Source: an optimization exercise on an open RTL-to-GDS flow (aim: small area, a short achievable clock period and few clock cycles). Production flows keep margins and buffers that such runs may drop. Where RTL was checked, it was by simulation tests only, not by an equivalence proof against the original. No functional check of the RTL was part of runs 6 and 7. No run shown here takes its clock network from TritonCTS; it comes from the design's own scripts or RTL. No driver is modelled on the clock port, so clock power and skew are understated where the tree is cut down; a real chip needs a root buffer or a tree. Power and IR drop assume default switching activity.

===== flow/run.sh =====
#!/bin/bash
# Own flow: the standard layout, with a hook after CTS that replaces the
# clock tree by four clkbuf_16 fed by the clock port (flow/reclk.tcl).
set -euo pipefail
W=$(pwd)
export FLOW_FLOW_DIR="$W/flow"
export POST_CTS_TCL="$W/flow/post_cts.tcl"
bash standard.sh finish > "$W/standard_flow.log" 2>&1

===== flow/post_cts.tcl =====
# POST_CTS hook (see run.sh): rebuild the clock tree one buffer deep, then
# legalize and repair as ORFS's CTS step does.
source $::env(FLOW_FLOW_DIR)/reclk.tcl
my_reclock
detailed_placement
estimate_parasitics -placement
repair_timing_helper
detailed_placement
check_placement -verbose

===== flow/reclk.tcl =====
proc my_reclock {} {
  set block [ord::get_db_block]
  set clkport_net [$block findNet clk]
  set recs {}
  foreach p [all_registers -clock_pins] {
    set it [sta::sta_to_db_pin $p]
    set loc [[$it getInst] getLocation]
    lappend recs [list $it [lindex $loc 0] [lindex $loc 1]]
  }
  # four groups of equal size
  set byx [lsort -integer -index 1 $recs]
  set n [llength $byx]
  set h [expr {$n / 2}]
  set halves [list [lrange $byx 0 [expr {$h - 1}]] [lrange $byx $h end]]
  set groups {}
  foreach half $halves {
    set byy [lsort -integer -index 2 $half]
    set m [llength $byy]
    set k [expr {$m / 2}]
    lappend groups [lrange $byy 0 [expr {$k - 1}]] [lrange $byy $k end]
  }
  # the old tree: its nets
  set oldnets {}
  foreach dnet [$block getNets] {
    if {[string match "clknet_*" [$dnet getName]]} { lappend oldnets $dnet }
  }
  # new buffers and nets; move the clock pins to them. Each quarter has a
  # root buffer on the clock port feeding two leaf buffers, each leaf feeding
  # half of the quarter's clock pins.
  set master [[ord::get_db] findMaster sky130_fd_sc_hd__buf_12]
  $clkport_net setSigType CLOCK
  set q 0
  foreach grp $groups {
    set rnet [odb::dbNet_create $block "bclk_rnet$q"]
    $rnet setSigType CLOCK
    set rbuf [odb::dbInst_create $block $master "bclk_rbuf$q"]
    [$rbuf findITerm A] connect $clkport_net
    [$rbuf findITerm X] connect $rnet
    set byx [lsort -integer -index 1 $grp]
    set c [llength $byx]
    set k [expr {$c / 2}]
    set rx 0; set ry 0
    set l 0
    foreach sub [list [lrange $byx 0 [expr {$k - 1}]] [lrange $byx $k end]] {
      set cnet [odb::dbNet_create $block "bclk_net${q}_$l"]
      $cnet setSigType CLOCK
      set buf [odb::dbInst_create $block $master "bclk_buf${q}_$l"]
      [$buf findITerm A] connect $rnet
      [$buf findITerm X] connect $cnet
      set sx 0; set sy 0
      foreach r $sub {
        set it [lindex $r 0]
        if {[$it getNet] ne "NULL"} { $it disconnect }
        $it connect $cnet
        set sx [expr {$sx + [lindex $r 1]}]; set sy [expr {$sy + [lindex $r 2]}]
      }
      set cs [llength $sub]
      set bx [expr {$sx / $cs}]; set by [expr {$sy / $cs}]
      $buf setLocation $bx $by
      $buf setPlacementStatus PLACED
      set rx [expr {$rx + $bx}]; set ry [expr {$ry + $by}]
      puts "my_reclock: bclk_buf${q}_$l drives $cs clock pins"
      incr l
    }
    $rbuf setLocation [expr {$rx / 2}] [expr {$ry / 2}]
    $rbuf setPlacementStatus PLACED
    incr q
  }
  # remove what is left of the old tree: its buffers, dummy loads and nets
  set dead {}
  foreach it [$clkport_net getITerms] {
    set inst [$it getInst]
    if {![string match "bclk_*" [$inst getName]]} { lappend dead $inst }
  }
  foreach dnet $oldnets {
    foreach it [$dnet getITerms] { lappend dead [$it getInst] }
  }
  set names {}
  foreach inst $dead {
    set nm [$inst getName]
    if {[lsearch -exact $names $nm] < 0} { lappend names $nm }
  }
  foreach nm $names {
    set inst [$block findInst $nm]
    puts "my_reclock: removing $nm ([[$inst getMaster] getName])"
    foreach it [$inst getITerms] {
      if {[$it getNet] ne "NULL"} { $it disconnect }
    }
    odb::dbInst_destroy $inst
  }
  foreach dnet $oldnets { odb::dbNet_destroy $dnet }
}

===== standard.sh =====
#!/bin/bash
# synth_recipe.tcl (not shown) runs the flow's synth.tcl, then flattens the netlist and writes it again
# the make line also repeats each setting of config.mk as NAME=value (left out here)
make -C /OpenROAD-flow-scripts/flow DESIGN_CONFIG=/design/flow/config.mk WORK_HOME=/design/flow/orfs CLKGATE_MAP_FILE= SYNTH_SCRIPT=/design/flow/synth_recipe.tcl "${@:-finish}"

===== config.mk =====
export PLATFORM = sky130hd
export DESIGN_NAME = HT_TOP
export DESIGN_NICKNAME = HT_TOP
export VERILOG_FILES = /design/flow/design.v
export SDC_FILE = /design/flow/constraint.sdc
export NUM_CORES = 4
export LEC_CHECK = 0
export ABC_AREA = 1
export CAP_MARGIN = 20
export CORE_MARGIN = 2
export CORE_UTILIZATION = 40
export SETUP_SLACK_MARGIN = 4.05
export SLEW_MARGIN = 20

===== constraint.sdc =====
create_clock -name core_clock -period 6.0 [get_ports {clk}]
set_input_delay 1.2000 -clock core_clock [delete_from_list [all_inputs] [get_ports {clk}]]
set_output_delay 1.2000 -clock core_clock [all_outputs]
set_load 0.01 [all_outputs]

===== design.v =====
module HT_TOP(
    input clk,
    input rst_n,
    input in_valid,
    input [2:0] in_weight,
    input out_mode,
    output reg out_valid,
    output reg out_code
);
function [3:0] add3(input [2:0] a, input [2:0] b);
    reg [2:0] g, p; reg [3:0] c;
    begin
        g = a & b; p = a ^ b;
        c[0] = 1'b0;
        c[1] = g[0];
        c[2] = g[1] | (p[1] & g[0]);
        c[3] = g[2] | (p[2] & g[1]) | (p[2] & p[1] & g[0]);
        add3 = {c[3], p ^ c[2:0]};
    end
endfunction
function [5:0] add6(input [5:0] a, input [5:0] b);
    reg [5:0] g, p, c;
    begin
        g = a & b; p = a ^ b;
        c[0] = 1'b0;
        c[1] = g[0];
        c[2] = g[1] | (p[1] & g[0]);
        c[3] = g[2] | (p[2] & g[1]) | (p[2] & p[1] & g[0]);
        c[4] = g[3] | (p[3] & g[2]) | (p[3] & p[2] & g[1]) | (p[3] & p[2] & p[1] & g[0]);
        c[5] = g[4] | (p[4] & g[3]) | (p[4] & p[3] & g[2]) | (p[4] & p[3] & p[2] & g[1])
             | (p[4] & p[3] & p[2] & p[1] & g[0]);
        add6 = p ^ c;
    end
endfunction
function ge3(input [2:0] a, input [2:0] b);
    reg [2:0] gt, lt;
    begin
        gt = a & ~b; lt = ~a & b;
        ge3 = ~(lt[2] | (~gt[2] & (lt[1] | (~gt[1] & lt[0]))));
    end
endfunction
function ge6(input [5:0] a, input [5:0] b);
    reg [5:0] gt, lt;
    reg l54, g54, l32, g32, l10;
    begin
        gt = a & ~b; lt = ~a & b;
        l54 = lt[5] | (~gt[5] & lt[4]);
        g54 = gt[5] | (~lt[5] & gt[4]);
        l32 = lt[3] | (~gt[3] & lt[2]);
        g32 = gt[3] | (~lt[3] & gt[2]);
        l10 = lt[1] | (~gt[1] & lt[0]);
        ge6 = ~(l54 | (~g54 & (l32 | (~g32 & l10))));
    end
endfunction
reg       iv;               
always @(posedge clk or negedge rst_n) begin
    if (!rst_n)
        iv <= 1'b0;
    else
        iv <= in_valid;
end
always @(posedge clk) begin
end
localparam IDLE = 2'd0, IN = 2'd1, MERGE = 2'd2, OUT = 2'd3;
reg [1:0] phase;
reg [2:0] cnt;             
reg [4:0] coh;             
reg [5:0] w [0:7];
reg [4:0] m [0:7];
reg [5:0] Y;               
reg [6:0] cr [0:4];        
reg [4:0] rootbit;         
reg       rb;              
reg merging;                
wire in_phase = !merging;
wire [2:0] k = cnt;         
wire md = mode;
reg [4:0] leaf_m;
always @(*) begin
    leaf_m = 5'd0;
    if (!md) begin
        case (k)
            3'd4: leaf_m = 5'b00001;
            3'd5: leaf_m = 5'b00010;
            3'd6: leaf_m = 5'b00100;
            3'd7: leaf_m = 5'b01000;
            3'd3: leaf_m = 5'b10000;
            default: leaf_m = 5'd0;
        endcase
    end else begin
        case (k)
            3'd4: leaf_m = 5'b00001;
            3'd2: leaf_m = 5'b00010;
            3'd5: leaf_m = 5'b00100;
            3'd0: leaf_m = 5'b01000;
            3'd1: leaf_m = 5'b10000;
            default: leaf_m = 5'd0;
        endcase
    end
end
wire [7:0] valid = {|k, k[2] | k[1], k[2] | (k[1] & k[0]), k[2],
                    k[2] & (k[1] | k[0]), k[2] & k[1], &k, 1'b0};
wire [9:0] st, c;
genvar g;
generate
    for (g = 0; g < 8; g = g + 1) begin : cmp
        assign c[g]  = ge6(w[g], Y);
        assign st[g] = valid[g] && c[g];
    end
endgenerate
assign st[9:8] = 2'b11;
assign c[9:8]  = 2'b11;
wire [5:0] nw = Y;
wire [4:0] nm = in_phase ? leaf_m : (m[0] | m[1]);
wire [5:0] wx [0:9];
wire [4:0] mx [0:9];
generate
    for (g = 0; g < 8; g = g + 1) begin : ext
        assign wx[g] = w[g];
        assign mx[g] = m[g];
    end
endgenerate
assign wx[8] = 6'h3f; assign wx[9] = 6'h3f;
assign mx[8] = 5'd0;  assign mx[9] = 5'd0;
wire [3:0] s_in_a = add3(Y[2:0], w[1][2:0]);
wire [3:0] s_in_b = add3(w[1][2:0], w[2][2:0]);
wire [5:0] s_m_a = add6(Y, w[2]);
wire [5:0] s_m_b = add6(w[2], w[3]);
wire [5:0] s_next = in_phase ? (st[2] ? {2'd0, s_in_a} : {2'd0, s_in_b})
                             : (c[3] ? s_m_a : s_m_b);
wire [7:0] selA, selB;
wire [10:0] dN = {nm, nw};
generate
    for (g = 0; g < 8; g = g + 1) begin : upd
        assign selA[g] = in_phase ? st[g] : (g > 0 ? c[g+1] : 1'b0);
        assign selB[g] = in_phase ? st[g+1] : c[g+2];
        wire s0 = in_phase & selA[g];
        wire s1 = in_phase ? ~selB[g] : selA[g];
        wire s2 = ~in_phase & ~selB[g];
        wire sn = ~selA[g] & selB[g];
        wire [10:0] nxt = ({11{s0}} & {mx[g], wx[g]}) | ({11{s1}} & {mx[g+1], wx[g+1]})
                        | ({11{s2}} & {mx[g+2], wx[g+2]}) | ({11{sn}} & dN);
        always @(posedge clk) begin
            w[g] <= nxt[5:0];
            m[g] <= nxt[10:6];
        end
    end
endgenerate
always @(posedge clk)
    Y <= ip_next ? {3'd0, in_weight} : s_next;
wire fuse = (phase == MERGE) && (cnt == 3'd5);
wire ip_next = !((phase == IN && cnt == 3'd7) || (phase == MERGE && !fuse));
integer j;
always @(posedge clk) begin
    for (j = 0; j < 5; j = j + 1) begin
        if (phase == IDLE || phase == IN)
            cr[j] <= 7'd1;
        else if (phase == MERGE) begin
            if (m[0][j] | m[1][j])
                cr[j] <= {cr[j][5:0], m[0][j]};
            if (fuse)
                rootbit[j] <= ~((m[0][j] | m[1][j]) ^ c[2]);
        end else if (coh[j] && !rb)
            cr[j] <= {1'b0, cr[j][6:1]};
    end
end
reg [4:0] emp, lst, top;
always @(*) begin
    for (j = 0; j < 5; j = j + 1) begin
        emp[j] = (cr[j] == 7'd1);
        lst[j] = (cr[j][6:1] == 6'd1);
        top[j] = cr[j][0];
    end
end
wire cempty = |(coh & emp);
wire last = |(coh & lst);
wire adv = rb ? cempty : last;       
wire empty0 = (cr[0] == 7'd1) && !(m[0][0] | m[1][0]);
always @(posedge clk or negedge rst_n) begin
    if (!rst_n) begin
        phase <= IDLE;
        out_valid <= 1'b0;
        out_code <= 1'b0;
    end else begin
        case (phase)
            IDLE: begin
                out_valid <= 1'b0;
                if (iv) phase <= IN;
            end
            IN: begin
                if (cnt == 3'd7) phase <= MERGE;
            end
            MERGE: begin
                if (fuse) begin
                    phase <= OUT;
                    out_valid <= 1'b1;
                    out_code <= ~((m[0][0] | m[1][0]) ^ c[2]);
                end
            end
            OUT: begin
                out_code <= |(coh & (rb ? rootbit : top));
                if (adv && coh[4]) phase <= IDLE;
            end
        endcase
    end
end
always @(posedge clk or negedge rst_n) begin
    if (!rst_n)
        merging <= 1'b0;
    else
        merging <= !ip_next;
end
always @(posedge clk or negedge rst_n) begin
    if (!rst_n)
        cnt <= 3'd0;
    else if ((phase == IDLE && iv) || phase == IN || (phase == MERGE && !fuse))
        cnt <= cnt + 3'd1;
    else if (fuse)
        cnt <= 3'd0;
end
reg mode;
always @(posedge clk)
    if (in_valid && !iv)
        mode <= out_mode;
always @(posedge clk) begin
    case (phase)
        MERGE: begin
            coh <= empty0 ? 5'b00010 : 5'b00001;
            rb <= empty0;
        end
        OUT: begin
            if (adv) begin
                coh <= {coh[3:0], 1'b0};
                rb <= 1'b1;
            end else
                rb <= 1'b0;
        end
    endcase
end
endmodule

==> run_results.csv, run 1 <==
group,metric,value,unit
routing,ant_nets,0,
global_routing,overflow,0,
timing,max_slew_margin,0.556,
critical_path,criticalPathCategory,"register to primary output",
final_layout,fin_cells,1679,
yosys,synth_flop_cell,"dfxtp_1",
final_layout,drive_gt1_frac,0.135,
yosys,synth.most_common_cell,"nand2_1",
yosys,synthTopCellsByCount,"354 x nand2_1, 207 x nand3_1, 158 x nor2_1",
global_routing,grt_pass1_vias,8026,
critical_path,critPathBufInv,1,
cts,clk_pin_slew,0.09,ns
placement,gp_congestion,0.842,
critical_path,max_stage_delay,0.40,ns
critical_path,cp_max_fo,2,
die,core,22500,sq um
placement,hpwl,18300,um
global_routing,grt_use_total,0.217,
critical_path,cp_top_family,"flip-flops",
timing,fin_crit,1.95,ns
critical_path,r2r_setup_slack,4.13,ns
global_routing,grt_pass1_wl,42600,um
yosys,netlist_instances,1379,
power,pwr_density_cell,639,nW/um^2
power,p_leak,4.87,nW
yosys,ys_types,44,
placement,io_buffers,8,
critical_path,arrival,0.75,ns
placement,dp.cells,1620,
routing,post_drt_wl_per_cell,15.6,um
routing,wl,26200,um
timing,rsz0062_at_grt,"yes",
yosys,syn-num-nets,1433,
yosys,avgSynthCellArea,6.62,sq um
routing,drtIter0Drc,687,
routing,via_per_inst,5.27,
critical_path,cp_data_required_time,4.80,ns
die,die-height,155,um
critical_path,r2r-start,"Y[0]",
cts,clkSinkCount,144,
die,ios,9,
routing,vias,8853,
final_layout,insertedDiodeCount,0,
timing,fin_tns_setup,0,ns
yosys,syn-cell-area,9120,sq um
routing,first_pass_iters,5,
yosys,async_flop_share,0.0625,
timing,fmax,513,MHz
timing,slew_viol_final,0,
worst_hold_path,min-delay-path-class,"register to register",
global_routing,antenna_found_initial,0,
worst_hold_path,holdPathStages,2,
run,drv_cap,0,
critical_path,rr_endpoint,"w[1][5]",
timing,hold_viol_final,0,
critical_path,cp_cell_sequence,"buf_6",
timing,post-route-period-util,0.325,
critical_path,crit_path_end_kind,"primary output",
final_layout,fin_nets,1450,
timing,tightest_slew,0.663,ns
die,rows,55,
final_layout,utilization,0.466,
critical_path,crit_path_end,"out_code",
status,status,"timing/DRC/antenna clean",
yosys,synth_area_leaders,"dfxtp_1 27%, nand2_1 15%, nand3_1 11%, nor2_1 6.5%, inv_1 6.0%",
power,ir_drop,282,uV
cts,clock_latency,0.24,ns
final_layout,syn_to_final_growth,14.9,%
timing,hold_ws,0.465,ns
timing,finClkSkew,0.0181,ns
global_routing,grt_max_degree,73,
critical_path,crit_slowest_cell,"dfrtp_1",
die,die-width,155,um
die,dieArea,24000,sq um
critical_path,rr_worst_depth,13,
power,power.total,6.70,mW
yosys,yosysTopAreaCell,"dfxtp_1",
yosys,yosysSeqAreaShare,0.334,
die,start_util,0.405,
routing,drc_errors,0,
yosys,synth_top_area_share,0.270,
yosys,synth_warnings,4,
final_layout,fillCellCount,2256,
timing,finalSetupViolations,0,
yosys,synth_seq_cells,144,
yosys,synth_edf_count,12,
critical_path,crit_path_start_kind,"register",
critical_path,crit_path_start,"out_code",
critical_path,cp.depth,1,
==> metal layers <==
layer / wire length [um] / vias to the layer above / track usage
li1: - / 4512 / -
met1: 12200 / 4069 / 0.308
met2: 12100 / 238 / 0.353
met3: 1370 / 34 / 0.0226
met4: 476 / 0 / 0.0547
met5: 0 / - / 0
==> stage by stage <==
step / worst slack [ns] / area [sq um]
6_report: 4.05 / 10500
5_1_grt: 4.00 / 10500
3_5_place_dp: 3.21 / 9280
3_3_place_gp: 3.26 / 9280
2_1_floorplan: 4.12 / 9120
==> cell type report <==
class | count | area, sq um | share of cell area
tap | 285 | 357 | 0.0340
buffer | 12 | 240 | 0.0229
inverter | 165 | 688 | 0.0656
timing repair buffer | 60 | 593 | 0.0566
timing repair inverter | 1 | 7.51 | 0.000716
multi-input combinational | 1012 | 5520 | 0.527
sequential | 144 | 3080 | 0.293
==> logic make-up after synthesis <==
family / after synthesis / share of synthesized area
flops: 144 / 0.334
compound gates: 152 / 0.0930
xor+xnor: 13 / 0.0125
buf+inv: 225 / 0.105
fa+ha+maj: 47 / 0.0678
simple gates: 798 / 0.387
==> worst min path at each step <==
stage	from	to	slack, ns
6_report	cr[0][0]	cr[0][1]	0.47
5_1_grt	cr[4][6]	cr[4][6]	0.49
2_1_floorplan	m[7][0]	m[7][0]	0.44
3_3_place_gp	m[7][3]	m[7][3]	0.45
3_5_place_dp	m[7][3]	m[7][3]	0.47
==> cells in the final DEF (no fill, tap or decap), types with 4 or more instances in the layout <==
master,n
nand2_1,340
nand3_1,203
nor2_1,150
inv_1,132
dfxtp_1,113
o21ai_0,47
ha_1,42
buf_4,40
o21ai_1,25
nand4_1,25
a31oi_1,25
a21oi_1,22
buf_12,18
inv_2,17
nand2_4,17
nand3b_1,12
edfxtp_1,12
nand2_2,8
nor2_4,8
nor2_2,8
o211ai_1,8
nand2_8,7
a21oi_2,7
xnor2_1,7
dfrtp_1,7
xor2_1,6
clkdlybuf4s50_1,6
dfxtp_4,5
dfxtp_2,5
nor3_1,5
inv_4,5
clkinvlp_4,5
nand3_4,5
o22ai_1,4
nand3_2,4
fa_1,4
buf_6,4
==> power by group <==
part | internal [mW] | total, mW | switching (mW) | leakage, nW
Clock | 0.317 | 0.645 | 0.328 | 0.113
Sequential | 1.40 | 1.80 | 0.407 | 1.25
Combinational | 1.53 | 4.25 | 2.72 | 3.51
==> state kept, by name (all words and copies together) (netlist names), 2 cells and up <==
| name | cells |
|---|---|
| phase | 2 |
| coh | 5 |
| w | 42 |
| cnt | 3 |
| rootbit | 5 |
| Y | 6 |
| m | 40 |
| cr | 35 |
Testbench counts, summed over its fixed seeds: cycles 17,157.
==> inputs of run 2 (changes only) <==
--- a/config.mk
+++ b/config.mk
@@ -10,4 +10,4 @@
 export CORE_MARGIN = 2
 export CORE_UTILIZATION = 40
-export SETUP_SLACK_MARGIN = 4.05
+export SETUP_SLACK_MARGIN = 3.9
 export SLEW_MARGIN = 20
==> run_results.csv, run 2 <==
group,metric,value,unit
global_routing,met2_usage,0.346,
final_layout,fillCellCount,2304,
global_routing,antenna_found_initial,0,
power,p_leak,4.69,nW
power,intPower,3.03,mW
timing,fin_crit,2.00,ns
power,clkPwrFrac,0.102,
power,p_sw,3.32,mW
critical_path,cp_cell_sequence,"inv_2 -> nor2_2 -> nor3_2 -> nor2_2 -> nand2_4 -> nand2_4 -> nand2_1 -> nand2_1 -> inv_1 -> nand2_1 -> nand3b_1",
routing,ant_nets,0,
die,die-width,155,um
global_routing,grt_use_met1,0.304,
die,die-height,155,um
final_layout,fin_nets,1420,
critical_path,cp_top_family,"simple AND/OR/NAND/NOR gates",
yosys,synth_flop_cell,"dfxtp_1",
critical_path,max_stage_delay,0.46,ns
critical_path,arrival,2.13,ns
critical_path,crit_slowest_cell,"dfxtp_4",
run,drv_cap,0,
yosys,synthTopCellsByCount,"354 x nand2_1, 207 x nand3_1, 158 x nor2_1",
routing,drtIter0Drc,596,
yosys,synth_compound_area_frac,0.0930,
timing,max_slew_margin,0.602,
global_routing,grt_pass1_vias,7941,
critical_path,crit_path_frequent_cell,"nand2_1",
yosys,synth_seq_cells,144,
placement,io_buffers,8,
routing,post_drt_wl_per_cell,15.4,um
timing,fin_tns_setup,0,ns
timing,hold_viol_final,0,
timing,slew_viol_final,0,
routing,vias,8763,
critical_path,criticalPathCategory,"register to register",
final_layout,drive_gt1_frac,0.0997,
die,dieArea,24000,sq um
yosys,synth_area_leaders,"dfxtp_1 27%, nand2_1 15%, nand3_1 11%, nor2_1 6.5%, inv_1 6.0%",
yosys,yosys.area_share.simple,0.387,
die,rows,55,
global_routing,grt_pass1_wl,41900,um
timing,fmax,499,MHz
timing,finClkSkew,0.0163,ns
routing,drc_errors,0,
yosys,synth_warnings,4,
yosys,synth_top_area_share,0.270,
die,start_util,0.405,
global_routing,grt_use_total,0.212,
routing,via_per_inst,5.31,
timing,rsz0062_at_grt,"yes",
yosys,synth.most_common_cell,"nand2_1",
power,pwr_density_cell,632,nW/um^2
cts,clkSinkCount,144,
power,ir_drop,281,uV
die,core,22500,sq um
yosys,synth_edf_count,12,
placement,pre_cts_ws,3.21,ns
power,pwr-share-seq,0.283,
yosys,syn-num-nets,1433,
yosys,synth_xor_area_frac,0.0125,
global_routing,grt_max_degree,73,
final_layout,largest_reg_flops,42,
final_layout,reg_top3,"w x42, m x40, cr x35",
cts,clock_latency,0.23,ns
timing,post-route-period-util,0.334,
final_layout,fin_cells,1649,
critical_path,cp_data_required_time,6.12,ns
cts,clk_pin_slew,0.09,ns
timing,tightest_slew,0.595,ns
final_layout,regMostFlops,"w",
yosys,ys_types,44,
yosys,synth_top_family_by_area,"simple AND/OR/NAND/NOR gates",
yosys,syn-cell-area,9120,sq um
routing,first_pass_iters,7,
yosys,avgSynthCellArea,6.62,sq um
routing,wl,25400,um
yosys,yosys.area_share.adder,0.0678,
timing,fin_ws,4.00,ns
placement,gp_congestion,0.842,
global_routing,overflow,0,
power,switching_share,0.523,
yosys,muxShareOfSynthArea,0,
final_layout,insertedDiodeCount,0,
critical_path,crit_path_end_kind,"register",
timing,finalSetupViolations,0,
critical_path,cp_max_fo,20,
critical_path,crit_path_start_kind,"register",
placement,dp.cells,1620,
yosys,async_flop_share,0.0625,
yosys,netlist_instances,1379,
die,ios,9,
final_layout,syn_to_final_growth,9.96,%
final_layout,mostFrequentLayoutCells,"342 x nand2_1, 203 x nand3_1, 153 x nor2_1, 140 x inv_1, 117 x dfxtp_1",
status,status,"timing/DRC/antenna clean",
yosys,yosysTopAreaCell,"dfxtp_1",
final_layout,final_common_cell,"nand2_1",
worst_hold_path,min-delay-path-class,"register to register",
global_routing,grt-busiest-layer,"met2",
global_routing,use_met3,0.0212,
placement,hpwl,18300,um
power,combPwrFrac,0.615,
critical_path,critPathBufInv,2,
yosys,yosysSeqAreaShare,0.334,
-- run 2: worst min-delay path, stage by stage, from the launching register on --
cell     delay, ns
dfxtp_1       0.32
nand2_1       0.05
a31oi_1       0.07
-- run 2: cells by family (layout without fill, tap and decap cells) --
group,count (synthesis),count (layout)
simple gates,798,798
flops,144,144
compound gates,152,152
buf+inv,225,210
fa+ha+maj,47,47
xor+xnor,13,13
-- run 2: final timing paths --
| path | start | cells after the start | slack [ns] | endpoint |
|---|---|---|---|---|
| setup reg to reg | Y[5] | 11 | 4.00 | w[2][0] |
| hold / removal | cr[0][0] | 2 | 0.47 | cr[0][1] |
| hold reg to reg | cr[0][0] | 2 | 0.47 | cr[0][1] |
| max in group asynchronous | rst_n | 1 | 4.40 | merging |
| min in group asynchronous | rst_n | 1 | 1.27 | phase[0] |
| setup / recovery | Y[5] | 11 | 4.00 | w[2][0] |
-- run 2: area by class of cell --
| cell class | instances | area (sq um) | area share |
|---|---|---|---|
| repair inverters | 1 | 7.51 | 0.000748 |
| repair buffers | 32 | 322 | 0.0321 |
| well taps | 285 | 357 | 0.0355 |
| multi-input cells | 1010 | 5380 | 0.537 |
| plain buffers | 12 | 240 | 0.0239 |
| flip-flops and latches | 144 | 3070 | 0.306 |
| inverters | 165 | 651 | 0.0649 |
-- run 2: through the flow --
stage	power, mW	utilization	cell area, sq um	hold slack (ns)
final	6.34	0.446	10000	0.468
after global routing	6.93	0.446	10000	0.494
after global placement	5.25	0.413	9280	0.455
after detailed placement	5.29	0.413	9280	0.465
after floorplan	4.49	-	9120	0.441
-- run 2: power groups by stage --
stage	Combinational [mW]	Sequential, mW	Clock (mW)
floorplan	2.84	1.65	0
global placement	3.45	1.80	0
detailed placement	3.49	1.80	0
global route	4.39	1.85	0.695
finish	3.90	1.80	0.645
-- run 2: routing by layer --
layer | part of all wire | wire (um) | up-vias
li1 | - | - | 4451
met1 | 0.49 | 12300 | 4081
met2 | 0.46 | 11600 | 202
met3 | 0.041 | 1050 | 29
met4 | 0.016 | 403 | 0
met5 | 0 | 0 | -
==> inputs of run 3 (changes only) <==
--- a/config.mk
+++ b/config.mk
@@ -10,4 +10,5 @@
 export CORE_MARGIN = 2
 export CORE_UTILIZATION = 40
-export SETUP_SLACK_MARGIN = 3.9
+export PLACE_DENSITY = 0.7
+export SETUP_SLACK_MARGIN = 4.0
 export SLEW_MARGIN = 20
==> run_results.csv, run 3 <==
group,metric,value,unit
placement,io_buffers,8,
critical_path,rr_worst_depth,12,
final_layout,mostFrequentLayoutCells,"340 x nand2_1, 204 x nand3_1, 152 x nor2_1, 138 x inv_1, 113 x dfxtp_1",
timing,finalSetupViolations,0,
final_layout,fin_cells,1664,
yosys,avgSynthCellArea,6.62,sq um
final_layout,regArea,3080,sq um
critical_path,rr_endpoint,"Y[4]",
final_layout,final_common_cell,"nand2_1",
die,dieArea,24000,sq um
global_routing,grt_use_total,0.206,
final_layout,fin_nets,1435,
worst_hold_path,hold_start,"m[7][1]",
power,p_leak,4.77,nW
yosys,synth_compound_area_frac,0.0930,
global_routing,antenna_found_initial,0,
critical_path,crit_path_start_kind,"register",
timing,max_slew_margin,0.608,
timing,fmax,507,MHz
final_layout,regMostFlops,"w",
yosys,synth_top_area_share,0.270,
timing,rsz0062_at_grt,"yes",
global_routing,grt-busiest-layer,"met2",
status,status,"timing/DRC/antenna clean",
yosys,yosysSeqAreaShare,0.334,
routing,vias,8801,
power,ir_drop,290,uV
yosys,async_flop_share,0.0625,
power,switching_share,0.517,
cts,clock_latency,0.23,ns
final_layout,multiInputGateArea,5420,sq um
yosys,synth_seq_cells,144,
die,die-height,155,um
final_layout,reg_top3,"w x42, m x40, cr x35",
yosys,synth_area_leaders,"dfxtp_1 27%, nand2_1 15%, nand3_1 11%, nor2_1 6.5%, inv_1 6.0%",
routing,drc_errors,0,
critical_path,crit_path_start,"out_code",
timing,hold_viol_final,0,
critical_path,cp_top_family,"flip-flops",
final_layout,insertedDiodeCount,0,
yosys,synth_xor_area_frac,0.0125,
critical_path,cp_cell_sequence,"buf_2",
critical_path,cp_data_required_time,4.80,ns
yosys,syn-cell-area,9120,sq um
yosys,synth.most_common_cell,"nand2_1",
final_layout,final_design_area_no_fill,10200,sq um
yosys,syn-num-nets,1433,
placement,gp_congestion,0.859,
timing,finClkSkew,0.00892,ns
die,ios,9,
run,drv_cap,0,
yosys,synth_top_family_by_area,"simple AND/OR/NAND/NOR gates",
routing,ant_nets,0,
critical_path,max_stage_delay,0.40,ns
critical_path,criticalPathCategory,"register to primary output",
global_routing,overflow,0,
cts,clk_pin_slew,0.08,ns
yosys,synth_flop_cell,"dfxtp_1",
yosys,yosysTopAreaCell,"dfxtp_1",
routing,post_drt_wl_per_cell,14.9,um
routing,first_pass_iters,5,
routing,via_per_inst,5.29,
final_layout,drive_gt1_frac,0.120,
critical_path,cp.depth,1,
power,pwr-share-seq,0.280,
die,rows,55,
cts,clkSinkCount,144,
critical_path,cp_max_fo,2,
die,start_util,0.405,
final_layout,largest_reg_flops,42,
die,core,22500,sq um
worst_hold_path,min-delay-path-class,"register to register",
global_routing,grt_pass1_wl,41000,um
global_routing,use_met3,0.0240,
timing,post-route-period-util,0.329,
power,p_sw,3.32,mW
die,die-width,155,um
global_routing,grt_max_degree,74,
power,clkPwrFrac,0.099,
critical_path,critPathBufInv,1,
yosys,yosys.area_share.simple,0.387,
timing,hold_ws,0.479,ns
placement,hpwl,17500,um
critical_path,r2r_setup_slack,4.10,ns
critical_path,crit_slowest_cell,"dfrtp_1",
yosys,synthTopCellsByCount,"354 x nand2_1, 207 x nand3_1, 158 x nor2_1",
routing,drtIter0Drc,802,
power,combPwrFrac,0.621,
routing,wl,24900,um
final_layout,syn_to_final_growth,11.9,%
worst_hold_path,worst_hold_path.endpoint,"m[7][1]",
timing,fin_tns_setup,0,ns
placement,dp.cells,1619,
global_routing,grt_pass1_vias,8115,
placement,placement.cell_area,9280,sq um
global_routing,grt_use_met1,0.275,
final_layout,fillCellCount,2256,
yosys,netlist_instances,1379,
critical_path,crit_path_end_kind,"primary output",
critical_path,r2r-start,"phase[0]",
worst_hold_path,holdPathStages,2,
power,intPower,3.10,mW
yosys,muxShareOfSynthArea,0,
yosys,synth_warnings,4,
timing,fin_crit,1.97,ns
timing,slew_viol_final,0,
power,pwr_density_cell,629,nW/um^2
yosys,yosys.area_share.adder,0.0678,
yosys,synth_edf_count,12,
critical_path,arrival,0.77,ns
yosys,ys_types,44,
timing,tightest_slew,0.586,ns
global_routing,met2_usage,0.354,
==> run 3: cell types whose count changed in the layout (fill, tap and decap cells not counted), sizes merged <==
cell	previous run	this run
buf	36	50
clkinvlp	2	3
nand2	371	372
clkbuf	1	0
==> run 3: logic make-up after synthesis <==
family	Yosys count
and+or+nand+nor	798
buffers and inverters	225
AOI/OAI and AO/OA	152
DFF	144
adders and majority gates	47
xor gates and xnor gates	13
==> run 3: power groups by stage <==
stage | combinational (mW) | clock, mW | sequential [mW]
6_report | 3.99 | 0.633 | 1.80
5_1_grt | 4.48 | 0.682 | 1.84
3_5_place_dp | 3.43 | 0 | 1.79
3_3_place_gp | 3.36 | 0 | 1.78
2_1_floorplan | 2.84 | 0 | 1.65
==> run 3: final cells by class <==
cell class                 count  share of cell area
sequential                   144               0.301
timing repair inverter         2             0.00110
tap                          285              0.0349
timing repair buffer          45              0.0425
multi-input combinational   1011               0.531
buffer                        12              0.0235
inverter                     165              0.0653
==> run 3: layer usage <==
| metal | part of all wire | wire [um] |
|---|---|---|
| met1 | 0.45 | 11200 |
| met2 | 0.48 | 12000 |
| met3 | 0.048 | 1190 |
| met4 | 0.017 | 435 |
| met5 | 0 | 0 |
==> run 3: worst max-delay path by stage <==
stage                           to  slack, ns
final                     out_code       4.03
after global routing       w[1][3]       3.97
after detailed placement      Y[4]       3.09
after global placement        Y[5]       3.17
after floorplan            w[2][1]       4.12
==> run 3: metrics by stage <==
step                      setup WS (ns)   util  total power, mW
after floorplan                    4.12      -             4.49
after global placement             3.17  0.412             5.14
after detailed placement           3.09  0.412             5.23
after global routing               3.97  0.454             7.00
final                              4.03  0.454             6.42
==> run 3: worst reg2reg max path, cell delays in order, from the launching register on <==
cell and delay, ns:
dfrtp_1 0.39, inv_2 0.09, ha_4 0.17, buf_12 0.16, inv_12 0.09, buf_12 0.16, nor2_2 0.14, inv_1 0.11
o21ai_4 0.11, inv_1 0.12, nor2_2 0.10, inv_1 0.06, a21oi_1 0.13
==> inputs of run 4 (changes only) <==
--- a/config.mk
+++ b/config.mk
@@ -10,5 +10,4 @@
 export CORE_MARGIN = 2
 export CORE_UTILIZATION = 40
-export PLACE_DENSITY = 0.7
 export SETUP_SLACK_MARGIN = 4.0
 export SLEW_MARGIN = 20
==> run_results.csv, run 4 <==
group,metric,value,unit
timing,finClkSkew,0.0153,ns
die,start_util,0.405,
status,status,"timing/DRC/antenna clean",
yosys,synth_warnings,4,
critical_path,crit_slowest_cell,"dfrtp_1",
critical_path,r2r-start,"Y[5]",
critical_path,arrival,0.75,ns
cts,clk_pin_slew,0.09,ns
critical_path,max_stage_delay,0.38,ns
critical_path,critPathBufInv,1,
final_layout,regArea,3070,sq um
critical_path,criticalPathCategory,"register to primary output",
global_routing,grt_use_total,0.215,
critical_path,r2r_setup_slack,4.10,ns
critical_path,rr_endpoint,"m[3][4]",
timing,rsz0062_at_grt,"yes",
timing,hold_ws,0.469,ns
routing,drtIter0Drc,647,
run,drv_cap,0,
critical_path,cp_data_required_time,4.80,ns
final_layout,insertedDiodeCount,0,
global_routing,grt_pass1_wl,42300,um
yosys,synth.most_common_cell,"nand2_1",
final_layout,reg_top3,"w x42, m x40, cr x35",
placement,io_buffers,8,
timing,hold_viol_final,0,
yosys,ys_types,44,
critical_path,cp_top_family,"flip-flops",
routing,wl,25900,um
timing,max_slew_margin,0.571,
timing,fmax,513,MHz
critical_path,cp.depth,1,
timing,tightest_slew,0.641,ns
critical_path,crit_path_end,"out_code",
timing,fin_tns_setup,0,ns
critical_path,rr_worst_depth,8,
power,pwr_density_cell,639,nW/um^2
routing,drc_errors,0,
yosys,synth_top_family_by_area,"simple AND/OR/NAND/NOR gates",
yosys,syn-cell-area,9120,sq um
yosys,synth_compound_area_frac,0.0930,
final_layout,fin_nets,1441,
critical_path,cp_max_fo,2,
yosys,synth_top_area_share,0.270,
routing,vias,8807,
critical_path,crit_path_start,"out_code",
routing,via_per_inst,5.27,
worst_hold_path,holdPathStages,2,
yosys,netlist_instances,1379,
yosys,yosysTopAreaCell,"dfxtp_1",
final_layout,final_common_cell,"nand2_1",
timing,finalSetupViolations,0,
yosys,synth_seq_cells,144,
global_routing,grt_max_degree,73,
final_layout,multiInputGateArea,5430,sq um
yosys,synth_edf_count,12,
final_layout,mostFrequentLayoutCells,"341 x nand2_1, 204 x nand3_1, 153 x nor2_1, 135 x inv_1, 115 x dfxtp_1",
global_routing,overflow,0,
global_routing,grt-busiest-layer,"met2",
cts,clkSinkCount,144,
yosys,async_flop_share,0.0625,
die,die-height,155,um
die,dieArea,24000,sq um
critical_path,cp_cell_sequence,"buf_2",
final_layout,fillCellCount,2276,
timing,slew_viol_final,0,
routing,first_pass_iters,5,
die,core,22500,sq um
global_routing,antenna_found_initial,0,
power,p_leak,4.83,nW
routing,ant_nets,0,
final_layout,regMostFlops,"w",
yosys,synth_xor_area_frac,0.0125,
yosys,yosysSeqAreaShare,0.334,
yosys,avgSynthCellArea,6.62,sq um
timing,fin_crit,1.95,ns
yosys,yosys.area_share.adder,0.0678,
power,ir_drop,289,uV
die,die-width,155,um
yosys,syn-num-nets,1433,
yosys,synthTopCellsByCount,"354 x nand2_1, 207 x nand3_1, 158 x nor2_1",
yosys,muxShareOfSynthArea,0,
yosys,synth_flop_cell,"dfxtp_1",
placement,gp_congestion,0.842,
placement,hpwl,18300,um
global_routing,use_met3,0.0223,
critical_path,crit_path_end_kind,"primary output",
yosys,yosys.area_share.simple,0.387,
final_layout,syn_to_final_growth,13.1,%
die,rows,55,
die,ios,9,
timing,post-route-period-util,0.325,
global_routing,grt_use_met1,0.306,
critical_path,crit_path_start_kind,"register",
cts,clock_latency,0.23,ns
final_layout,largest_reg_flops,42,
worst_hold_path,min-delay-path-class,"register to register",
routing,post_drt_wl_per_cell,15.5,um
global_routing,grt_pass1_vias,7967,
yosys,synth_area_leaders,"dfxtp_1 27%, nand2_1 15%, nand3_1 11%, nor2_1 6.5%, inv_1 6.0%",
final_layout,drive_gt1_frac,0.119,
global_routing,met2_usage,0.352,
-- run 4: kinds of logic after synthesis --
group,after synthesis
buffers and inverters,225
XOR/XNOR,13
AO/OA/AOI/OAI,152
AND/OR/NAND/NOR,798
flip-flops,144
adder cells (fa/ha/maj),47
-- run 4: layout make-up --
type / count / area share
flip-flops and latches: 144 / 0.298
multi-input cells: 1010 / 0.526
plain buffers: 12 / 0.0233
repair inverters: 1 / 0.000728
well taps: 285 / 0.0346
inverters: 165 / 0.0638
repair buffers: 53 / 0.0539
-- run 4: metal layers --
metal,up-vias,part of all wire
met5,-,0
met4,0,0.015
met3,31,0.043
met2,215,0.46
met1,4071,0.48
li1,4490,-
-- run 4: worst min-delay path by stage --
stage	from	endpoint	slack (ns)
2_1_floorplan	m[7][0]	m[7][0]	0.44
3_3_place_gp	m[7][3]	m[7][3]	0.45
3_5_place_dp	m[7][3]	m[7][3]	0.47
5_1_grt	cr[4][6]	cr[4][6]	0.49
6_report	cr[0][0]	cr[0][1]	0.47
-- run 4: power breakdown --
group	internal, mW	switching (mW)	total (mW)	leakage, nW
registers	1.40	0.400	1.80	1.25
logic	1.49	2.67	4.16	3.47
clock network	0.317	0.324	0.641	0.113
total	3.21	3.39	6.60	4.83
-- run 4: per-stage QoR --
stage | worst slack (ns) | instances | cell area, sq um | utilization | total power, mW
after floorplan | 4.12 | 1379 | 9120 | - | 4.49
after global placement | 3.26 | 1620 | 9280 | 0.413 | 5.25
after detailed placement | 3.21 | 1620 | 9280 | 0.413 | 5.29
after global routing | 3.99 | 1670 | 10300 | 0.458 | 7.20
final | 4.05 | 1670 | 10300 | 0.458 | 6.60
==> inputs of run 5 (changes only) <==
--- a/config.mk
+++ b/config.mk
@@ -9,5 +9,5 @@
 export CAP_MARGIN = 20
 export CORE_MARGIN = 2
-export CORE_UTILIZATION = 40
+export CORE_UTILIZATION = 45
 export SETUP_SLACK_MARGIN = 4.0
 export SLEW_MARGIN = 20
==> run_results.csv, run 5 <==
group,metric,value,unit
timing,fmax,509,MHz
critical_path,crit_path_end_kind,"primary output",
placement,io_buffers,8,
timing,fin_ws,4.04,ns
yosys,synth_area_leaders,"dfxtp_1 27%, nand2_1 15%, nand3_1 11%, nor2_1 6.5%, inv_1 6.0%",
routing,first_pass_iters,5,
yosys,netlist_instances,1379,
placement,pre_cts_ws,3.28,ns
yosys,synth_top_family_by_area,"simple AND/OR/NAND/NOR gates",
global_routing,antenna_found_initial,0,
final_layout,fillCellCount,2104,
yosys,synthTopCellsByCount,"354 x nand2_1, 207 x nand3_1, 158 x nor2_1",
global_routing,grt_max_degree,50,
timing,finClkSkew,0.0150,ns
cts,clock_latency,0.23,ns
yosys,synth_compound_area_frac,0.0930,
critical_path,max_stage_delay,0.40,ns
yosys,async_flop_share,0.0625,
worst_hold_path,hold_start,"cr[1][6]",
placement,hpwl,18800,um
timing,fin_tns_setup,0,ns
final_layout,mostFrequentLayoutCells,"339 x nand2_1, 205 x nand3_1, 150 x nor2_1, 132 x inv_1, 112 x dfxtp_1",
critical_path,cp_max_fo,2,
die,dieArea,21400,sq um
die,core,20000,sq um
yosys,ys_types,44,
routing,via_per_inst,5.40,
yosys,synth_top_area_share,0.270,
cts,clk_pin_slew,0.08,ns
critical_path,crit_slowest_cell,"dfrtp_1",
run,drv_cap,0,
worst_hold_path,min-delay-path-class,"register to register",
global_routing,overflow,0,
timing,fin_crit,1.96,ns
global_routing,grt_pass1_vias,8408,
global_routing,grt_pass1_wl,44800,um
yosys,synth_xor_area_frac,0.0125,
timing,slew_viol_final,0,
final_layout,insertedDiodeCount,0,
timing,tightest_slew,0.547,ns
yosys,yosys.area_share.simple,0.387,
die,rows,52,
final_layout,reg_top3,"w x42, m x40, cr x35",
routing,wl,27800,um
placement,gp_congestion,0.853,
critical_path,criticalPathCategory,"register to primary output",
critical_path,crit_path_start,"out_code",
critical_path,cp_data_required_time,4.80,ns
power,p_leak,4.88,nW
critical_path,arrival,0.76,ns
status,status,"timing/DRC/antenna clean",
yosys,avgSynthCellArea,6.62,sq um
die,ios,9,
timing,max_slew_margin,0.636,
routing,drc_errors,0,
yosys,yosys.area_share.adder,0.0678,
critical_path,cp_top_family,"flip-flops",
cts,clkSinkCount,144,
final_layout,drive_gt1_frac,0.138,
die,die-width,146,um
yosys,syn-num-nets,1433,
global_routing,grt_use_total,0.256,
yosys,synth_warnings,4,
routing,drtIter0Drc,752,
power,power.total,6.67,mW
yosys,synth.most_common_cell,"nand2_1",
final_layout,regMostFlops,"w",
timing,finalSetupViolations,0,
timing,hold_viol_final,0,
final_layout,largest_reg_flops,42,
yosys,yosysTopAreaCell,"dfxtp_1",
yosys,synth_flop_cell,"dfxtp_1",
critical_path,r2r-start,"Y[2]",
routing,ant_nets,0,
yosys,syn-cell-area,9120,sq um
yosys,synth_seq_cells,144,
die,die-height,146,um
critical_path,critPathBufInv,1,
yosys,yosysSeqAreaShare,0.334,
yosys,muxShareOfSynthArea,0,
critical_path,crit_path_start_kind,"register",
yosys,synth_edf_count,12,
final_layout,syn_to_final_growth,13.9,%
timing,rsz0062_at_grt,"yes",
power,pwr_density_cell,642,nW/um^2
critical_path,cp_cell_sequence,"buf_2",
final_layout,fin_nets,1457,
final_layout,final_common_cell,"nand2_1",
die,start_util,0.455,
routing,post_drt_wl_per_cell,16.6,um
routing,vias,9024,
timing,post-route-period-util,0.327,
power,ir_drop,329,uV
run 5: power by group:
group	internal [mW]	switching, mW	total (mW)
Clock	0.317	0.331	0.648
Combinational	1.48	2.73	4.21
Sequential	1.40	0.419	1.82
Total	3.19	3.48	6.67
run 5: metal layers:
layer | up-vias | wire length (um) | global-route usage | part of all wire
met5 | - | 0 | 0 | 0
met3 | 25 | 1720 | 0.0284 | 0.062
li1 | 4517 | - | - | -
met2 | 300 | 12600 | 0.408 | 0.45
met4 | 0 | 364 | 0.0578 | 0.013
met1 | 4182 | 13100 | 0.374 | 0.47
run 5: final timing paths:
check	endpoint	cells past startpoint	slack, ns
max	out_code	1	4.04
min	cr[1][6]	2	0.48
max reg2reg	w[2][3]	13	4.08
min reg2reg	cr[1][6]	2	0.48
max in group asynchronous	merging	1	4.36
min in group asynchronous	phase[1]	1	1.29
run 5: through the flow:
| step | util | hold slack, ns | instance area, sq um | instances |
|---|---|---|---|---|
| after floorplan | - | 0.441 | 9120 | 1379 |
| after global placement | 0.462 | 0.459 | 9250 | 1603 |
| after detailed placement | 0.462 | 0.467 | 9250 | 1603 |
| after global routing | 0.519 | 0.499 | 10400 | 1671 |
| final | 0.519 | 0.476 | 10400 | 1671 |
run 5: cells by family after synthesis:
logic type	count (synthesis)
XOR/XNOR	13
buffers and inverters	225
AND/OR/NAND/NOR	798
flip-flops	144
adder cells (fa/ha/maj)	47
AO/OA/AOI/OAI	152
run 5: cell type report:
class	count	area (sq um)	area share
timing repair buffer	66	659	0.0635
buffer	12	240	0.0231
sequential	144	3080	0.296
timing repair inverter	3	20.0	0.00193
inverter	165	669	0.0644
tap	270	338	0.0325
multi-input combinational	1011	5390	0.518
run 5: worst min-delay path, cell delays in order (launching register included):
cell,delay (ns)
dfxtp_1,0.33
nand2_1,0.06
a21oi_1,0.05
==> inputs of run 6 (changes only) <==
--- a/design.v
+++ b/design.v
@@ -152,17 +152,20 @@
 wire ip_next = !((phase == IN && cnt == 3'd7) || (phase == MERGE && !fuse));
 integer j;
-always @(posedge clk) begin
-    for (j = 0; j < 5; j = j + 1) begin
-        if (phase == IDLE || phase == IN)
-            cr[j] <= 7'd1;
-        else if (phase == MERGE) begin
-            if (m[0][j] | m[1][j])
-                cr[j] <= {cr[j][5:0], m[0][j]};
-            if (fuse)
-                rootbit[j] <= ~((m[0][j] | m[1][j]) ^ c[2]);
-        end else if (coh[j] && !rb)
-            cr[j] <= {1'b0, cr[j][6:1]};
-    end
-end
+always @(posedge clk)
+    for (j = 0; j < 5; j = j + 1)
+        if (fuse)
+            rootbit[j] <= ~((m[0][j] | m[1][j]) ^ c[2]);
+wire clr = (phase == IDLE || phase == IN);
+generate
+    for (g = 0; g < 5; g = g + 1) begin : stk
+        wire push = (phase == MERGE) && (m[0][g] | m[1][g]);
+        wire pop = (phase == OUT) && coh[g] && !rb;
+        wire keep = !clr && !push && !pop;
+        wire [6:0] nxt = ({7{clr}} & 7'd1) | ({7{push}} & {cr[g][5:0], m[0][g]})
+                       | ({7{pop}} & {1'b0, cr[g][6:1]}) | ({7{keep}} & cr[g]);
+        always @(posedge clk)
+            cr[g] <= nxt;
+    end
+endgenerate
 reg [4:0] emp, lst, top;
 always @(*) begin
--- a/config.mk
+++ b/config.mk
@@ -9,5 +9,5 @@
 export CAP_MARGIN = 20
 export CORE_MARGIN = 2
-export CORE_UTILIZATION = 45
-export SETUP_SLACK_MARGIN = 4.0
+export CORE_UTILIZATION = 40
+export SETUP_SLACK_MARGIN = 3.9
 export SLEW_MARGIN = 20
==> run_results.csv, run 6 <==
group,metric,value,unit
critical_path,arrival,2.12,ns
timing,finalSetupViolations,0,
final_layout,fillCellCount,2244,
routing,drc_errors,0,
yosys,synth.most_common_cell,"nand2_1",
die,die-width,153,um
routing,first_pass_iters,6,
critical_path,crit_path_start_kind,"register",
global_routing,antenna_found_initial,0,
final_layout,final_common_cell,"nand2_1",
yosys,netlist_instances,1332,
yosys,synth_warnings,4,
placement,gp_congestion,0.883,
global_routing,grt_pass1_vias,8090,
timing,finClkSkew,0.0133,ns
critical_path,cp_max_fo,7,
worst_hold_path,hold_start,"cr[1][1]",
cts,clock_latency,0.23,ns
power,ir_drop,330,uV
yosys,syn-num-nets,1386,
timing,fmax,501,MHz
routing,vias,8825,
power,p_leak,4.78,nW
routing,dr.max_layer_used,"met4",
yosys,synth_seq_cells,144,
status,status,"timing/DRC/antenna clean",
yosys,avgSynthCellArea,6.68,sq um
global_routing,overflow,0,
power,combPwrFrac,0.630,
final_layout,mostFrequentLayoutCells,"290 x nand2_1, 239 x nand3_1, 167 x inv_1, 139 x nor2_1, 120 x dfxtp_1",
yosys,synth_area_leaders,"dfxtp_1 28%, nand3_1 14%, nand2_1 14%, inv_1 7.5%, nor2_1 6.2%",
yosys,yosysTopAreaCell,"dfxtp_1",
global_routing,grt_use_total,0.221,
die,ios,9,
global_routing,grt_max_degree,77,
power,intPower,3.13,mW
critical_path,r2r_setup_slack,4.01,ns
routing,wl_met2,12100,um
timing,fin_tns_setup,0,ns
placement,hpwl,18200,um
yosys,syn-cell-area,8890,sq um
routing,wl_met3,1550,um
power,switching_share,0.514,
worst_hold_path,min-delay-path-class,"register to register",
final_layout,regMostFlops,"w",
final_layout,fin_cells,1638,
final_layout,largest_reg_flops,42,
routing,ant_nets,0,
timing,slew_viol_final,0,
die,start_util,0.408,
power,p_sw,3.31,mW
routing,wl_met1,12600,um
final_layout,final_design_area_no_fill,10200,sq um
yosys,yosysSeqAreaShare,0.343,
placement,pre_cts_ws,2.58,ns
die,rows,54,
critical_path,rr_endpoint,"w[1][0]",
cts,clk_pin_slew,0.08,ns
routing,post_drt_wl_per_cell,16.3,um
die,core,21800,sq um
routing,via_per_inst,5.39,
timing,rsz0062_at_grt,"yes",
final_layout,fin_nets,1414,
critical_path,rr_worst_depth,17,
timing,tightest_slew,0.589,ns
yosys,async_flop_share,0.0625,
timing,post-route-period-util,0.332,
yosys,synthTopCellsByCount,"322 x nand2_1, 242 x nand3_1, 178 x inv_1",
worst_hold_path,holdPathStages,2,
power,clkPwrFrac,0.099,
yosys,ys_types,40,
die,dieArea,23400,sq um
placement,placement.cell_area,9090,sq um
yosys,synth_flop_cell,"dfxtp_1",
worst_hold_path,worst_hold_path.endpoint,"cr[1][1]",
global_routing,grt_pass1_wl,42500,um
critical_path,cp_data_required_time,6.13,ns
timing,hold_viol_final,0,
placement,io_buffers,8,
placement,dp.cells,1573,
yosys,synth_top_area_share,0.277,
final_layout,reg_top3,"w x42, m x40, cr x35",
critical_path,r2r-start,"Y[1]",
routing,drtIter0Drc,776,
timing,fin_crit,1.99,ns
power,power.total,6.44,mW
critical_path,criticalPathCategory,"register to register",
final_layout,syn_to_final_growth,15.1,%
critical_path,crit_path_end_kind,"register",
final_layout,insertedDiodeCount,0,
power,pwr-share-seq,0.271,
die,die-height,153,um
power,pwr_density_cell,629,nW/um^2
final_layout,drive_gt1_frac,0.126,
yosys,synth_edf_count,12,
timing,fin_ws,4.01,ns
routing,wl,26700,um
cts,clkSinkCount,144,
run,drv_cap,0,
timing,max_slew_margin,0.607,
## run 6: worst max-delay path by stage
stage	start	end
2_1_floorplan	Y[1]	w[1][1]
3_3_place_gp	merging	m[4][2]
3_5_place_dp	merging	m[4][2]
5_1_grt	Y[1]	m[1][1]
6_report	Y[1]	w[1][0]
## run 6: layout make-up
type	instances	area (sq um)	share of cell area
repair buffers	66	603	0.0589
plain buffers	12	240	0.0235
repair inverters	2	15.0	0.00147
multi-input cells	949	5230	0.511
flip-flops and latches	144	3060	0.299
well taps	280	350	0.0342
inverters	185	741	0.0723
## run 6: power groups by stage
stage          registers (mW)  clock network [mW]  logic [mW]
2_1_floorplan            1.63                   0        2.61
3_3_place_gp             1.74                   0        3.25
3_5_place_dp             1.74                   0        3.28
5_1_grt                  1.79               0.688        4.51
6_report                 1.75               0.638        4.05
## run 6: per-stage QoR
step | util | hold WS (ns)
2_1_floorplan | - | 0.436
3_3_place_gp | 0.417 | 0.446
3_5_place_dp | 0.417 | 0.451
5_1_grt | 0.469 | 0.500
6_report | 0.469 | 0.467
## run 6: metal layers
metal / vias up / track usage
met5: - / 0
li1: 4430 / -
met2: 317 / 0.342
met3: 30 / 0.0303
met4: 0 / 0.0622
met1: 4048 / 0.321
## run 6: worst max-delay path, stage by stage (launching register included)
cell,delay (ns)
dfxtp_2,0.35
buf_12,0.10
clkinvlp_4,0.21
buf_6,0.21
ha_4,0.15
inv_2,0.03
nand2_1,0.04
nand2_1,0.06
nand2_1,0.05
nand2_1,0.06
nand2_2,0.05
nand2_2,0.09
nand2_4,0.08
nand3_4,0.10
buf_12,0.12
nor2_1,0.04
nor2_1,0.09
nand2_1,0.05
## run 6: cell families (layout without fill, tap and decap cells)
| group | Yosys count | in the layout | synth area share |
|---|---|---|---|
| XOR/XNOR | 12 | 12 | 0.0118 |
| AND/OR/NAND/NOR | 779 | 780 | 0.387 |
| AO/OA/AOI/OAI | 110 | 110 | 0.0774 |
| adder cells (fa/ha/maj) | 47 | 47 | 0.0695 |
| flip-flops | 144 | 144 | 0.343 |
| buffers and inverters | 240 | 265 | 0.112 |
==> inputs of run 7 (changes only) <==
--- a/config.mk
+++ b/config.mk
@@ -10,4 +10,4 @@
 export CORE_MARGIN = 2
 export CORE_UTILIZATION = 40
-export SETUP_SLACK_MARGIN = 3.9
+export SETUP_SLACK_MARGIN = 4.0
 export SLEW_MARGIN = 20
==> run_results.csv, run 7 <==
group,metric,value,unit
routing,wl,26700,um
global_routing,overflow,0,
final_layout,regMostFlops,"w",
placement,dp.cells,1573,
routing,first_pass_iters,5,
worst_hold_path,min-delay-path-class,"register to register",
critical_path,cp_data_required_time,6.13,ns
global_routing,antenna_found_initial,0,
final_layout,reg_top3,"w x42, m x40, cr x35",
cts,clkSinkCount,144,
power,pwr_density_cell,634,nW/um^2
placement,io_buffers,8,
die,rows,54,
cts,clk_pin_slew,0.09,ns
power,p_leak,4.83,nW
routing,drc_errors,0,
yosys,syn-cell-area,8890,sq um
yosys,synth_seq_cells,144,
power,ir_drop,315,uV
critical_path,arrival,2.11,ns
final_layout,mostFrequentLayoutCells,"289 x nand2_1, 229 x nand3_1, 163 x inv_1, 132 x nor2_1, 118 x dfxtp_1",
critical_path,r2r_setup_slack,4.02,ns
worst_hold_path,holdPathStages,2,
final_layout,syn_to_final_growth,17.4,%
routing,post_drt_wl_per_cell,16.2,um
yosys,synth_flop_cell,"dfxtp_1",
timing,fin_crit,1.98,ns
yosys,synth_top_area_share,0.277,
critical_path,cp_max_fo,5,
placement,hpwl,18200,um
critical_path,crit_path_end_kind,"register",
run,drv_cap,0,
global_routing,grt_pass1_vias,8169,
final_layout,insertedDiodeCount,0,
timing,rsz0062_at_grt,"yes",
final_layout,fin_cells,1646,
timing,tightest_slew,0.547,ns
die,start_util,0.408,
die,ios,9,
yosys,synthTopCellsByCount,"322 x nand2_1, 242 x nand3_1, 178 x inv_1",
yosys,synth_edf_count,12,
cts,clock_latency,0.23,ns
die,die-height,153,um
yosys,yosysSeqAreaShare,0.343,
timing,max_slew_margin,0.635,
timing,finClkSkew,0.0100,ns
routing,vias,8913,
timing,fin_tns_setup,0,ns
timing,fmax,504,MHz
critical_path,crit_path_start,"w[2][3]",
die,die-width,153,um
critical_path,crit_path_start_kind,"register",
final_layout,final_common_cell,"nand2_1",
routing,ant_nets,0,
yosys,avgSynthCellArea,6.68,sq um
critical_path,rr_endpoint,"w[1][3]",
yosys,netlist_instances,1332,
yosys,syn-num-nets,1386,
yosys,ys_types,40,
critical_path,crit_path_end,"w[1][3]",
global_routing,grt_pass1_wl,42500,um
routing,via_per_inst,5.41,
global_routing,grt_use_total,0.220,
die,dieArea,23400,sq um
timing,post-route-period-util,0.330,
yosys,async_flop_share,0.0625,
status,status,"timing/DRC/antenna clean",
final_layout,largest_reg_flops,42,
timing,slew_viol_final,0,
final_layout,drive_gt1_frac,0.153,
critical_path,criticalPathCategory,"register to register",
global_routing,grt_max_degree,76,
yosys,yosysTopAreaCell,"dfxtp_1",
yosys,synth.most_common_cell,"nand2_1",
final_layout,fin_nets,1422,
final_layout,fillCellCount,2192,
critical_path,r2r-start,"w[2][3]",
critical_path,rr_worst_depth,12,
yosys,synth_warnings,4,
timing,hold_viol_final,0,
routing,drtIter0Drc,775,
die,core,21800,sq um
placement,gp_congestion,0.839,
yosys,synth_area_leaders,"dfxtp_1 28%, nand3_1 14%, nand2_1 14%, inv_1 7.5%, nor2_1 6.2%",
timing,finalSetupViolations,0,
==> run 7: cell counts after synthesis <==
No cell type changed its count.
==> run 7: power by group <==
group | switching, mW | total (mW) | internal [mW] | leakage [nW]
registers | 0.369 | 1.75 | 1.38 | 1.24
clock network | 0.322 | 0.638 | 0.317 | 0.113
logic | 2.73 | 4.24 | 1.51 | 3.48
total | 3.42 | 6.62 | 3.20 | 4.83
==> run 7: routing by layer <==
metal | global-route usage | wire length [um] | share of wire | vias up
li1 | - | - | - | 4445
met1 | 0.313 | 12700 | 0.48 | 4183
met2 | 0.354 | 12400 | 0.46 | 255
met3 | 0.0224 | 1180 | 0.044 | 30
met4 | 0.0661 | 432 | 0.016 | 0
met5 | 0 | 0 | 0 | -
==> run 7: worst min-delay path by stage <==
stage,from,to,slack (ns)
floorplan,cr[0][4],cr[0][4],0.44
global placement,cr[1][1],cr[1][1],0.45
detailed placement,cr[4][5],cr[4][5],0.45
global route,cr[4][2],cr[4][2],0.50
finish,cr[0][4],cr[0][4],0.47
==> run 7: stage by stage <==
stage	cell area, sq um	hold slack (ns)	worst slack (ns)	total power, mW	utilization
after floorplan	8900	0.436	4.07	4.24	-
after global placement	9090	0.447	3.12	5.01	0.417
after detailed placement	9090	0.452	3.13	5.02	0.417
after global routing	10400	0.496	3.93	7.16	0.479
final	10400	0.469	4.02	6.62	0.479
==> run 7: cells by family after synthesis <==
group / share of synthesized area
flip-flops: 0.343
XOR/XNOR: 0.0118
adder cells (fa/ha/maj): 0.0695
AND/OR/NAND/NOR: 0.387
AO/OA/AOI/OAI: 0.0774
buffers and inverters: 0.112
==> run 7: area by class of cell <==
class	count	area (sq um)	share of cell area
timing repair inverter	5	35.0	0.00335
buffer	12	240	0.0230
inverter	185	744	0.0713
tap	280	350	0.0335
multi-input combinational	952	5420	0.519
sequential	144	3060	0.293
timing repair buffer	68	594	0.0569
==> run 7: worst max-delay path, cell delays in order (launching register included) <==
cell,delay (ns)
dfxtp_1,0.47
inv_1,0.12
ha_1,0.22
a21oi_2,0.13
nand2_2,0.08
nand2_4,0.11
nand4_1,0.14
buf_6,0.19
buf_6,0.12
nand2_4,0.07
nor2_2,0.04
nor2_1,0.12
nand2_1,0.06

[what the ideal ports hide]
The flow's constraints put no driver on any port. The routed layouts listed below were extracted and timed again, unchanged, in two steps. Step 1 sets driving cells, clkbuf_16 on the clock port and buf_2 on the other inputs (assumed; they add their load-dependent delay and slew). Step 2, shift: input delay + t, output delay - t, t = (earliest + latest rising clock arrival at the registers) / 2. This alone moves slack from input paths to output paths. Slacks: no drivers / after step 1 / after step 2; pairs: no drivers / after step 1.
| run | t (ns) | slack for setup (ns) | pins driven straight from the clock port |
|---|---|---|---|
| run 1 | 0.326 | 4.051 / 3.953 / 3.874 | 4 |
| run 2 | 0.324 | 3.998 / 3.949 / 3.876 | 4 |
| run 3 | 0.325 | 4.026 / 3.925 / 3.894 | 4 |
| run 4 | 0.325 | 4.049 / 3.951 / 3.873 | 4 |
| run 5 | 0.325 | 4.036 / 3.936 / 3.900 | 4 |
| run 6 | 0.324 | 4.005 / 3.933 / 3.894 | 4 |
| run 7 | 0.322 | 4.017 / 3.950 / 3.891 | 4 |
After both steps every run listed still meets setup and hold. The setup slack of run 1, which loses most, moves by -0.098 ns with the drivers and by -0.177 ns with both steps.
